What follows belongs to an exercise in optimizing a design on an open flow for small area, a short achievable clock period and few clock cycles; a production flow would make more cautious choices.

==> inputs of job 4547 <==
## seq_gcd
module seq_gcd (
	input  wire        clk,
	input  wire        rst_n,
	input  wire [31:0] la_write_a,
	input  wire [31:0] la_write_b,
	input  wire [31:0] a_i,
	input  wire [31:0] b_i,
	output wire [31:0] gcd_o,
	output wire [31:0] rdata,
	output reg         ready
);
	reg [31:0] a_q;
	reg [31:0] b_q;
	reg        busy;
	wire la_load = (&la_write_a) & (&la_write_b);
	genvar g;
	function [4:0] enc;
		input [31:0] oh;
		integer i, j;
		begin
			for (j = 0; j < 5; j = j + 1) begin
				enc[j] = 1'b0;
				for (i = 0; i < 32; i = i + 1)
					if ((i >> j) & 1) enc[j] = enc[j] | oh[i];
			end
		end
	endfunction
	wire [31:0] ab = a_q | b_q;
	wire [32:0] hk;
	wire [31:0] hk_s0 = ab[31:0];
	wire [31:0] hk_s1 = {hk_s0[31] | hk_s0[30], hk_s0[30], hk_s0[29] | hk_s0[28], hk_s0[28], hk_s0[27] | hk_s0[26], hk_s0[26], hk_s0[25] | hk_s0[24], hk_s0[24], hk_s0[23] | hk_s0[22], hk_s0[22], hk_s0[21] | hk_s0[20], hk_s0[20], hk_s0[19] | hk_s0[18], hk_s0[18], hk_s0[17] | hk_s0[16], hk_s0[16], hk_s0[15] | hk_s0[14], hk_s0[14], hk_s0[13] | hk_s0[12], hk_s0[12], hk_s0[11] | hk_s0[10], hk_s0[10], hk_s0[9] | hk_s0[8], hk_s0[8], hk_s0[7] | hk_s0[6], hk_s0[6], hk_s0[5] | hk_s0[4], hk_s0[4], hk_s0[3] | hk_s0[2], hk_s0[2], hk_s0[1] | hk_s0[0], hk_s0[0]};
	wire [31:0] hk_s2 = {hk_s1[31] | hk_s1[29], hk_s1[30] | hk_s1[29], hk_s1[29], hk_s1[28], hk_s1[27] | hk_s1[25], hk_s1[26] | hk_s1[25], hk_s1[25], hk_s1[24], hk_s1[23] | hk_s1[21], hk_s1[22] | hk_s1[21], hk_s1[21], hk_s1[20], hk_s1[19] | hk_s1[17], hk_s1[18] | hk_s1[17], hk_s1[17], hk_s1[16], hk_s1[15] | hk_s1[13], hk_s1[14] | hk_s1[13], hk_s1[13], hk_s1[12], hk_s1[11] | hk_s1[9], hk_s1[10] | hk_s1[9], hk_s1[9], hk_s1[8], hk_s1[7] | hk_s1[5], hk_s1[6] | hk_s1[5], hk_s1[5], hk_s1[4], hk_s1[3] | hk_s1[1], hk_s1[2] | hk_s1[1], hk_s1[1], hk_s1[0]};
  ...
Settings: LEC_CHECK=0, ABC_AREA=1, CAP_MARGIN=20, CORE_MARGIN=2, CORE_UTILIZATION=50, PLACE_DENSITY=0.7, SLEW_MARGIN=20; clock period 70.0 ns.
standard.sh (not shown) runs the stock make flow with config.mk's settings and CLKGATE_MAP_FILE= SYNTH_SCRIPT=/design/flow/synth_recipe.tcl, a recipe that flattens the netlist after the stock synthesis.
==> flow/flow/run.sh <==
#!/bin/bash
# The standard layout with two changes: port buffers use the smallest buffer
# cell (buf_1) instead of buffer_ports' default choice, and clock tree
# synthesis uses small clock buffers and adds no dummy loads.
set -euo pipefail
export BUFFER_PORTS_ARGS="-buffer_cell sky130_fd_sc_hd__buf_1"
export CTS_ARGS="-sink_clustering_enable -repair_clock_nets -dont_use_dummy_load -buf_list sky130_fd_sc_hd__clkbuf_4 -root_buf sky130_fd_sc_hd__clkbuf_8"
bash standard.sh > flow.log 2>&1
==> job 7946 (differences from job 4547) <==
CORE_UTILIZATION = 60   (was 50)
GPL_TIMING_DRIVEN = 1   (was not set)
PLACE_DENSITY = 0.75   (was 0.7)
==> flow_metrics.env <==
export IMPL_outcome="finished clean"
export IMPL_r2r_end="b_q[22]"
export IMPL_cp_arrival_ns=15.66
export IMPL_path_clk_slew_ns=0.07
export IMPL_min_from="busy"
export IMPL_sh_seq_area_pct=10.27
export IMPL_clk_share_pct=0.9552
export IMPL_finalNonFillerCells=2487
export IMPL_endpoint="b_q[22]"
export IMPL_vias=14618
export IMPL_grtUsageMet1_pct=52.65
export IMPL_die_width_um=161.2
Source of the figures above: job 4547

==> flow_metrics.env <==
export IMPL_outcome="finished clean"
export IMPL_finalNonFillerCells=2430
export IMPL_r2r_end="b_q[6]"
export IMPL_cp_arrival_ns=15.71
export IMPL_worstRegToRegCells=76
export IMPL_sh_seq_area_pct=10.33
export IMPL_critPathSlowestCell="inv_2"
export IMPL_final_cell_area_um2=12880
export IMPL_async_flop_share_pct=3.030
export IMPL_ys_flop_type="dfxtp_1"
export IMPL_dr_pass1_iters=8
export IMPL_dp_hpwl_mm=36.72
export IMPL_grtUsageMet1_pct=58.76
export IMPL_die_width_um=147.5
export IMPL_endpoint="b_q[6]"
export IMPL_min_from="b_q[29]"
export IMPL_vias=15139
Source of the figures above: job 7946

No functional check of the RTL was part of any run of this note.

## afterwards: timing with drivers on the ports
How much do the figures lean on ideal ports? The routed layouts below were timed once more, with nothing changed but the port constraints.
Step 1 (the two cells are an assumption about what drives the block):
set clk [get_ports {clk}]
set_driving_cell -lib_cell sky130_fd_sc_hd__clkbuf_16 $clk
set_driving_cell -lib_cell sky130_fd_sc_hd__buf_2 [delete_from_list [all_inputs] $clk]
Step 2 adds t to the input delays and takes it off the output delays; t is the mean of the earliest and latest rising clock arrival at the registers after step 1. Input paths then give back, and output paths get back, about the clock's delay inside the block.
a / b / c = no drivers / after step 1 / after step 2; a / b = the first two.
run	t, ns	setup slack, ns	hold slack, ns	worst slew at a driven data input, ns	cell pins on the clock port's net
job 4547	0.390	54.569 / 54.569 / 54.569	0.804 / 0.804 / 0.804	0.08	1
job 7946	0.409	54.489 / 54.489 / 54.489	0.726 / 0.726 / 0.726	0.06	1
After both steps setup and hold are still met in every run listed.
